This is an optimization exercise on Yosys and OpenROAD, whose aim is small area, a short achievable clock period and few clock cycles, not a production implementation. The RTL was checked by simulation tests, not by an equivalence proof against the original design. No activity file was given, so power comes from the tool's default toggle rates.

==> flow/design.v (outline; a module is shown in full before it is edited, if it fits) <==
// module element_process: 6090 lines
// module mnist_conv: 198 lines
module mnist_conv (
    input  wire        clk,
    input  wire        reset,
    input  wire        start,
    output wire        done,
    input  wire [11:0] img_base,
    input  wire [11:0] krn_base,
    input  wire [11:0] dst_base,
    output wire [11:0] img_addr,
    input  wire [15:0] img_rdata,
    output wire [11:0] krn_addr,
    input  wire [15:0] krn_rdata,
    output wire [11:0] dst_addr,
    output wire [15:0] dst_wdata,
    output wire        dst_we
);
  // ...
==> flow/flow/run.sh <==
#!/bin/bash
# The standard layout (standard.sh), except that synthesis skips the early
# "abc -fast" pass inside Yosys's synth command (synth -noabc).  That pass
# restructures the full-adder trees before extract_fa runs and leaves many
# inverters between adder cells; without it extract_fa maps the trees
# cleanly.  Registers (names, count and cell types) are the same as the
# standard synthesis: the final abc mapping and dfflibmap are unchanged.
set -euo pipefail
here=$(pwd)
sed 's/yosys synth -nofsm -noshare {\*}\$args/yosys synth -nofsm -noshare -noabc {*}$args/' \
    synth_recipe.tcl > noabc_synth.tcl
grep -q -- '-noshare -noabc' noabc_synth.tcl
sed "s|SYNTH_SCRIPT=[^ ]*|SYNTH_SCRIPT=$here/noabc_synth.tcl|" standard.sh > standard_noabc.sh
grep -q "SYNTH_SCRIPT=$here/noabc_synth.tcl" standard_noabc.sh
bash standard_noabc.sh > flow_make.log 2>&1
==> flow/standard.sh <==
#!/bin/bash
# synth_recipe.tcl (not shown) runs the flow's synth.tcl, then flattens the netlist and writes it again
# the make line also repeats each setting of config.mk as NAME=value (left out here)
make -C /OpenROAD-flow-scripts/flow DESIGN_CONFIG=/design/flow/config.mk WORK_HOME=/design/flow/orfs CLKGATE_MAP_FILE= SYNTH_SCRIPT=/design/flow/synth_recipe.tcl "${@:-finish}"
==> flow/config.mk <==
export PLATFORM = sky130hd
export DESIGN_NAME = mnist_conv
export DESIGN_NICKNAME = mnist_conv
export VERILOG_FILES = /design/flow/design.v
export SDC_FILE = /design/flow/constraint.sdc
export NUM_CORES = 4
export LEC_CHECK = 0
export ABC_CLOCK_PERIOD_IN_PS = 3000
export CAP_MARGIN = 20
export CORE_MARGIN = 2
export CORE_UTILIZATION = 40
export SETUP_SLACK_MARGIN = 5.0
export SLEW_MARGIN = 20
==> flow/constraint.sdc <==
create_clock -name core_clock -period 8.0 [get_ports {clk}]
set_input_delay 1.6000 -clock core_clock [delete_from_list [all_inputs] [get_ports {clk}]]
set_output_delay 1.6000 -clock core_clock [all_outputs]
set_load 0.01 [all_outputs]
==> run summary, run 1 <==
* Final std cells w/o fill at between 6k and 7k
* P_leak at about 17 nW
* XOR/XNOR Fraction of Synth Area at 0.0525
* Status: timing/DRC/antenna clean
* Max power group: registers
* H-tree levels at 3
* Largest family of logic cells by synthesized area: adder cells
* Crit path DAT at ~3.7 ns
* Combinational power at approximately 2.7 mW
* Cell-internal power at approximately 9.5 mW
* CTS root buffer: clkbuf_16
* Top delay family on crit path: compound AO/OA/AOI/OAI gates
* Synth area leader: fa_1
* Top flop regs: mac.st1_q (280), win (144)
* ClkCell Share at 0.0596
* Slew margin rel. at 0.268
* Setup ws final at around 5 ns
* IO Count at about 130
* Non-clock buffering overhead at 0.0408
* Placed inst area at approximately 0.056 sq mm
* Post-synthesis sequential area ratio at 0.395
* Sequential Power at 5.57 mW
* Post-synthesis cell type count at 70
* Design Area, Final at 0.0602 sq mm
* Layout Skew at around 0.036 ns
* TNS Setup at 0 ns
* CP peak stage delay at 0.39 ns
* Crit path launch type: flip-flop
* Required time worst endpoint at around 8.6 ns
* Drc violations at 0
* Power Total at 13.4 mW
* Mapped Nets at 5,501
* Met2 usage at 0.408
* Post-synthesis simple-gate area fraction at 0.109
Testbench counts, summed over its fixed seeds: cycles 49,392.
==> module mnist_conv, before the edit <==
module mnist_conv (
    input  wire        clk,
    input  wire        reset,
    input  wire        start,
    output wire        done,
    input  wire [11:0] img_base,
    input  wire [11:0] krn_base,
    input  wire [11:0] dst_base,
    output wire [11:0] img_addr,
    input  wire [15:0] img_rdata,
    output wire [11:0] krn_addr,
    input  wire [15:0] krn_rdata,
    output wire [11:0] dst_addr,
    output wire [15:0] dst_wdata,
    output wire        dst_we
);
    localparam PIPE = 3;             
    localparam [11:0] WE_ON  = 12'd26 + PIPE;
    localparam [11:0] WE_OFF = 12'd2054 + PIPE;
    localparam [1:0] MV_R = 2'd0, MV_L = 2'd1, MV_D = 2'd2;
    reg         run, done_r, we_r;
    reg  [11:0] cnt;                 
    reg  [2:0]  ph;                  
    reg  [11:0] ka, ia, da;          
    reg  [15:0] krd_q;               
    reg  [15:0] pix_q, pix_s0, pix_s1;   
    reg         rd_on;               
    assign done     = done_r;
    assign dst_we   = we_r;
    assign krn_addr = ka;
    assign img_addr = ia;
    assign dst_addr = da;
    wire go = start & ~run & ~done_r;    
    always @(posedge clk) begin
        if (reset) begin
            run    <= 1'b0;
            done_r <= 1'b0;
            we_r   <= 1'b0;
            cnt    <= 12'd0;
            ph     <= 3'b001;
            rd_on  <= 1'b0;
        end else begin
            if (go) run <= 1'b1;
            if (run) begin
                cnt <= cnt + 12'd1;
                ph  <= {ph[1:0], ph[2]};
            end else begin
                cnt <= {11'd0, go};
                ph  <= go ? 3'b010 : 3'b001;
            end
            if (run && cnt == 12'd15) rd_on <= 1'b1;
            if (run && cnt == WE_ON) we_r <= 1'b1;
            if (run && cnt == WE_OFF) begin
                we_r   <= 1'b0;
                done_r <= 1'b1;
                run    <= 1'b0;
                rd_on  <= 1'b0;
                cnt    <= 12'd0;
                ph     <= 3'b001;
            end
        end
    end
    reg kstream;
    always @(posedge clk) begin
        if (!run) begin
            ka      <= go ? ka + 12'd8 : krn_base;
            kstream <= 1'b0;
        end else if (!kstream) begin
            if (cnt == 12'd23) begin
                ka      <= ka + 12'd1;                     
                kstream <= 1'b1;
            end else begin
                ka      <= ka + (ph[2] ? 12'hfef : 12'd9);  
            end
        end else begin
            ka <= ka + (ph[0] ? 12'hfee : 12'd9);           
        end
    end
    always @(posedge clk) krd_q <= krn_rdata;
    reg [15:0] ring0 [0:6], ring1 [0:6], ring2 [0:6];
    wire ld0_direct = run && (cnt == 12'd2 || cnt == 12'd3 || cnt == 12'd4);
    wire ld0_add    = run && (cnt == 12'd5 || cnt == 12'd6 || cnt == 12'd7);
    wire [15:0] ring0_sum = ring2[0] + krd_q;
    genvar j;
    generate
        for (j = 0; j < 7; j = j + 1) begin : g_ring
            always @(posedge clk) begin
                ring1[j] <= ring0[j];
                ring2[j] <= ring1[j];
            end
            if (j == 0) begin : g_r0
                always @(posedge clk)
                    ring0[0] <= ld0_add ? ring0_sum : (ld0_direct ? krd_q : ring2[0]);
            end else begin : g_rj
                wire ld = run && (cnt == 3*j+5 || cnt == 3*j+6 || cnt == 3*j+7);
                always @(posedge clk)
                    ring0[j] <= ld ? krd_q : ring2[j];
            end
        end
    endgenerate
    reg  [4:0]  rrow, rpos;
    reg  [1:0]  mv_q;
    reg  [11:0] jmp_q;
    wire        row0     = (rrow == 5'd0);
    wire        row_end  = (rpos == (row0 ? 5'd27 : 5'd25));
    wire [4:0]  n1_row   = row_end ? rrow + 5'd1 : rrow;
    wire        n1_odd   = row_end ? ~rrow[0] : rrow[0];
    wire        n1_first = row_end;                        
    wire        n1_end   = ~row_end & (rpos == (row0 ? 5'd26 : 5'd24));
    wire [1:0]  n1_mv    = n1_first ? MV_D : (n1_odd ? MV_L : MV_R);
    reg  [11:0] n1_jmp;
    always @(*) begin
        if (n1_end)
            n1_jmp = n1_odd ? 12'd28 : 12'd26;                
        else if (n1_odd)                                      
            n1_jmp = n1_first ? 12'hfc5 : 12'hfc7;            
        else
            n1_jmp = 12'hfc9;                                 
    end
    wire [1:0]  mv_cur  = mv_q;
    wire [11:0] ia_step = ph[0] ? jmp_q : (mv_q == MV_D ? 12'd1 : 12'd28);
    always @(posedge clk) begin
        if (!rd_on) begin
            ia    <= img_base;
            rrow  <= 5'd0;
            rpos  <= 5'd0;
            mv_q  <= MV_R;
            jmp_q <= 12'hfc9;
        end else begin
            ia <= ia + ia_step;
            if (ph[0]) begin
                rrow  <= n1_row;
                rpos  <= row_end ? 5'd0 : rpos + 5'd1;
                mv_q  <= n1_mv;
                jmp_q <= n1_jmp;
            end
        end
    end
    always @(posedge clk) begin
        pix_q  <= img_rdata;
        pix_s0 <= pix_q;
        pix_s1 <= pix_s0;
    end
    reg [1:0] mv_d [0:PIPE];
    integer i;
    always @(posedge clk) begin
        mv_d[0] <= (ph[0] & rd_on) ? mv_cur : mv_d[0];
        for (i = 1; i <= PIPE; i = i + 1) mv_d[i] <= mv_d[i-1];
    end
    reg [15:0] win [0:8];
    wire [15:0] nw0 = pix_s1, nw1 = pix_s0, nw2 = pix_q;
    wire [1:0] mv_w = mv_d[0];
    always @(posedge clk) begin
        if (ph[2]) begin
            case (mv_w)
                MV_R: begin
                    win[0] <= win[1]; win[1] <= win[2]; win[2] <= nw0;
                    win[3] <= win[4]; win[4] <= win[5]; win[5] <= nw1;
                    win[6] <= win[7]; win[7] <= win[8]; win[8] <= nw2;
                end
                MV_L: begin
                    win[2] <= win[1]; win[1] <= win[0]; win[0] <= nw0;
                    win[5] <= win[4]; win[4] <= win[3]; win[3] <= nw1;
                    win[8] <= win[7]; win[7] <= win[6]; win[6] <= nw2;
                end
                default: begin
                    win[0] <= win[3]; win[1] <= win[4]; win[2] <= win[5];
                    win[3] <= win[6]; win[4] <= win[7]; win[5] <= win[8];
                    win[6] <= nw0;    win[7] <= nw1;    win[8] <= nw2;
                end
            endcase
        end
    end
    element_process mac (
        .clk(clk),
        .t0(ring0[0]), .t1(ring0[1]), .t2(ring0[2]), .t3(ring0[3]),
        .t4(ring0[4]), .t5(ring0[5]), .t6(ring0[6]), .t7(krd_q),
        .w0(win[0]), .w1(win[1]), .w2(win[2]), .w3(win[3]),
        .w4(win[4]), .w5(win[5]), .w6(win[6]), .w7(win[7]),
        .y(dst_wdata)
    );
    wire [1:0] mv_o = mv_d[PIPE];
    reg [11:0] da_step;
    always @(*) begin
        case (mv_o)
            MV_R:    da_step = 12'd2745;    
            MV_L:    da_step = 12'd2743;    
            default: da_step = 12'd2770;    
        endcase
    end
    wire last_ch = (PIPE % 3 == 0) ? ph[2] : ((PIPE % 3 == 1) ? ph[0] : ph[1]);
    always @(posedge clk) begin
        if (!run || cnt <= WE_ON)
            da <= run ? da : dst_base;
        else
            da <= da + (last_ch ? da_step : 12'd676);
    end
endmodule
==> inputs of run 2 (changes only) <==
--- a/flow/design.v
+++ b/flow/design.v
@@ -6150,20 +6150,32 @@
             end
         end
     end
-    reg kstream;
+    localparam [1:0] KD_P9 = 2'd0, KD_M17 = 2'd1, KD_P1 = 2'd2, KD_M18 = 2'd3;
+    reg       kstream;
+    reg [1:0] kd;
+    reg [11:0] kstep;
+    always @(*) begin
+        case (kd)
+            KD_P9:   kstep = 12'd9;
+            KD_M17:  kstep = 12'hfef;
+            KD_P1:   kstep = 12'd1;
+            default: kstep = 12'hfee;
+        endcase
+    end
     always @(posedge clk) begin
         if (!run) begin
             ka      <= go ? ka + 12'd8 : krn_base;
             kstream <= 1'b0;
-        end else if (!kstream) begin
-            if (cnt == 12'd23) begin
-                ka      <= ka + 12'd1;                     
-                kstream <= 1'b1;
-            end else begin
-                ka      <= ka + (ph[2] ? 12'hfef : 12'd9);  
-            end
+            kd      <= KD_P9;                               
         end else begin
-            ka <= ka + (ph[0] ? 12'hfee : 12'd9);           
+            ka <= ka + kstep;
+            if (cnt == 12'd23) kstream <= 1'b1;
+            if (cnt == 12'd22)
+                kd <= KD_P1;                                
+            else if (kstream || cnt == 12'd23)
+                kd <= ph[2] ? KD_M18 : KD_P9;               
+            else
+                kd <= ph[1] ? KD_M17 : KD_P9;               
         end
     end
     always @(posedge clk) krd_q <= krn_rdata;
@@ -6280,9 +6292,9 @@
     end
     wire last_ch = (PIPE % 3 == 0) ? ph[2] : ((PIPE % 3 == 1) ? ph[0] : ph[1]);
     always @(posedge clk) begin
-        if (!run || cnt <= WE_ON)
-            da <= run ? da : dst_base;
-        else
+        if (we_r)
             da <= da + (last_ch ? da_step : 12'd676);
+        else
+            da <= dst_base;
     end
 endmodule
==> flow/flow/run.sh (replaced) <==
#!/bin/bash
set -euo pipefail
SETUP_MARGIN=5.15
here=$(pwd)
sed 's/yosys synth -nofsm -noshare {\*}\$args/yosys synth -nofsm -noshare -noabc {*}$args/' \
    synth_recipe.tcl > noabc_synth.tcl
grep -q -- '-noshare -noabc' noabc_synth.tcl
sed -e "s|SYNTH_SCRIPT=[^ ]*|SYNTH_SCRIPT=$here/noabc_synth.tcl SETUP_SLACK_MARGIN=$SETUP_MARGIN|" \
    standard.sh > standard_noabc.sh
grep -q "SYNTH_SCRIPT=$here/noabc_synth.tcl SETUP_SLACK_MARGIN=$SETUP_MARGIN" standard_noabc.sh
bash standard_noabc.sh > flow_make.log 2>&1
--- a/flow/config.mk
+++ b/flow/config.mk
@@ -8,6 +8,5 @@
 export ABC_CLOCK_PERIOD_IN_PS = 3000
 export CAP_MARGIN = 20
 export CORE_MARGIN = 2
-export CORE_UTILIZATION = 40
-export SETUP_SLACK_MARGIN = 5.0
+export CORE_UTILIZATION = 55
 export SLEW_MARGIN = 20
==> run 2 against run 1 <==
Still clean on timing, DRC and antenna. Total power increased by 3.5%. Worst setup slack improved by 0.12 ns. First-iteration DRC count decreased by 10%. Critical endpoint is now mac.y[14]. Largest power group unchanged.
==> run summary, run 2 <==
* Status: timing/DRC/antenna clean
* Largest net degree at the start of global routing at 170
* IO Count at 125 (unchanged)
* Avg Cell Area, Syn at ~12 sq um
* Synth top area share at 0.316
* Die X at approximately 310 um
* Hold_buf cts at 0
* Synthesized flop and latch total at just under 1k
* Nets at roughly 5.6k
* Row cnt at between 100 and 150
* Clock transition at path regs at 0.06 ns
* Cts bufs inserted at 103
* Total Wirelength at around 180,000 um
* DR iter-0 viols at approximately 3.7k
* Switching part of the total at 0.289
* WHS at 0.317 ns
* Slew margin rel. at 0.361 (+0.0929)
* Grt total ovfl at 0
* Place WS at between 4 and 5 ns
* Mapped Nets at 5,505 (+0.073%)
* Final Wtd Congestion at approximately 1.0
* Area Growth Syn to Fin at 14.4%
* Setup ws final at 5.04 ns (+0.115 ns)
* H-tree levels at 3 (unchanged)
* CTS root buffer: clkbuf_16
* Post-synthesis sequential area ratio at 0.395 (-0.000534)
* Via count at about 35k
* EDFF count, synth at about 150
* Largest register FFs at 280
* Final ANT Viol Nets at 0
* Detailed Place HPWL at around 130,000 um
* Overall Global Routing Usage at 0.377
* Crit path launch type: flip-flop
* # setup viols final at 0
* Most frequent cells in the layout: nand2_1 (1,286), fa_1 (764), dfxtp_1 (742)
* Fillers at between 7k and 8k
* Port Buffers at 124
* Required time worst endpoint at 8.62 ns (about the same)
* Final Max Slew Viols at 0
* Min Tclk post-route at ~3.0 ns
* Clock Power Share at 0.375
* Crit path DAT at 3.57 ns (-0.11 ns)
* Largest Register: mac.st1_q
* VDD IR-drop max at around 0.27 mV
* Core Box Area at approximately 0.095 sq mm
* TNS Setup at 0 ns (unchanged)
* Post-synthesis cell type count at 58 (-17%)
* # Max-Cap Violations at 0
* TritonRoute pass-1 iters at 5
* Power Total at 13.9 mW (+3.5%)
* Top post-synthesis cells by area: fa_1 (32%), dfxtp_1 (31%), nand2_1 (9.2%)
* Slew @ Worst Pin at between 0.9 and 1 ns
* Period utilisation layout at 0.370
* Top flop regs: mac.st1_q (280), win (144)
* Cell count after synthesis at between 4k and 5k
* CTS Buffer Depth at 3
* Share of layout cells above drive strength 1 at 0.152
* Routed vias/inst at 5.89
* Initial antenna violation count at 8
* Number of global-route vias before repair at ~37k
* CTS Sinks at between 900 and 1k
* Synth area leader: fa_1
* Hold WC Path Type: flip-flop to flip-flop
* Cell area after synthesis at around 0.053 sq mm
* Worst skew pair latency at about 0.71 ns
* Switching power at 4.01 mW
* Layout Skew at 0.0283 ns (-0.00777 ns)
* Cell-internal power at 9.85 mW (+3.2%)
* Drc violations at 0 (unchanged)
* Die Span Y at between 300 and 400 um
* Post-synth top cells: nand2_1 (1,287), fa_1 (831), dfxtp_1 (815), clkbuf_1 (255), xnor2_1 (237)
* CP endpoint kind: flip-flop
* Part of the power in combinational logic at 0.224
* Global-route wire length before repair at approximately 260,000 um
* Post-synth top flop: dfxtp_1
* Register share of total power at 0.402
* Commonest non-fill, non-tap cell in the layout: nand2_1
* FMAX at 338 MHz
* RSZ-0062 raised after global routing: yes
* P_leak at 19.4 nW (+12%)
* WS Path Type: flip-flop to flip-flop
* Critical-path maximum fanout at 3
* CTS tree: yes
* Top-count cell post-synth: nand2_1
* Final Hold Vio Count at 0
* Pwr per Cell Area at about 230 mW/mm^2
* Post-DR wirelength/cell at ~30 um
* Post-synth ARST share at 0
* Final Util at 0.635
* Total die area at approximately 0.1 sq mm
* Synth Warn # at 12
* Initial core utilization at 0.555
==> run 2: per-layer routing <==
layer,global-route usage,up-vias,part of all wire
li1,-,14700,-
met1,0.483,17900,0.37
met2,0.567,2264,0.44
met3,0.118,637,0.12
met4,0.219,2,0.071
met5,0,-,0.000072
==> run 2: area by class of cell <==
type / count / area, sq um / share of cell area
multi-input cells: 3247 / 31100 / 0.516
clock buffers: 150 / 3150 / 0.0522
diodes: 2 / 5.00 / 0.0000831
repair buffers: 305 / 2750 / 0.0457
flip-flops and latches: 964 / 20900 / 0.347
inverters: 49 / 184 / 0.00305
well taps: 1265 / 1580 / 0.0263
clock inverters: 44 / 576 / 0.00955
==> run 2: critical path, cell delays in order (launching register included) <==
cell,delay (ns)
dfxtp_2,0.33
fa_2,0.39
fa_2,0.38
fa_2,0.49
o31a_1,0.40
o21a_1,0.22
or4_1,0.42
o311ai_2,0.09
xor2_1,0.16
==> run 2: path summary, 6_finish.rpt <==
path	end	depth (start not counted)	from	slack, ns
worst max register to register	mac.y[14]	8	mac.st2_q[9]	5.04
worst min-delay path	mv_d[2][1]	0	mv_d[1][1]	0.32
worst max-delay path	mac.y[14]	8	mac.st2_q[9]	5.04
worst min register to register	mv_d[2][1]	0	mv_d[1][1]	0.32
==> run 2: kinds of logic after synthesis <==
kind of cell	after synthesis	share of synthesized area
fa+ha+maj	898	0.332
flops	964	0.395
xor+xnor	319	0.0531
mux	273	0.0549
simple gates	1445	0.108
compound gates	312	0.0340
buf+inv	325	0.0234
==> run 2: per-stage QoR <==
step,std cells,area [sq um]
floorplan,4536,52700
global placement,5716,55000
detailed placement,5716,55000
CTS,5976,59500
global route,6024,60200
finish,6026,60200
==> run 2: power groups by stage <==
stage               logic, mW  registers (mW)  clock network [mW]
floorplan                1.81            5.57                   0
global placement         2.71            5.69                   0
detailed placement       2.74            5.69                   0
CTS                      2.85            5.58                5.25
global route             3.43            5.59                5.44
finish                   3.10            5.57                5.19
==> run 2: timing repair <==
item	in CTS	in global routing
setup endpoints to repair	264	179
resized for setup	330	84
buffers inserted	65	47
pin swaps	37	54
cloned	1	0
Testbench counts of run 2, summed over its fixed seeds: cycles 49,392.

-- what the ideal ports hide --
The results above use ideal ports. As a check the final layouts listed here were re-extracted and re-timed, cells and wires unchanged. Step 1 (the two cells are an assumption about what drives the block):
set clk [get_ports {clk}]
set_driving_cell -lib_cell sky130_fd_sc_hd__clkbuf_16 $clk
set_driving_cell -lib_cell sky130_fd_sc_hd__buf_2 [delete_from_list [all_inputs] $clk]
Step 2 also shifts input and output timing later by t, the mid clock arrival at the registers, as if the neighbouring blocks saw the same clock. Slacks: ideal ports / drivers / drivers and shift; pairs: ideal ports / drivers.
| run | t, ns | setup slack, ns | hold slack, ns | worst slew at a driven data input, ns | cell pins on the clock port's net |
|---|---|---|---|---|---|
| run 1 | 0.811 | 4.928 / 4.928 / 4.899 | 0.311 / 0.311 / 0.311 | 0.09 | 1 |
| run 2 | 0.774 | 5.043 / 5.043 / 4.934 | 0.317 / 0.317 / 0.317 | 0.06 | 1 |
After both steps every run listed still meets setup and hold. The setup slack of run 2, which loses most, moves by 0.000 ns with the drivers and by -0.109 ns with both steps.
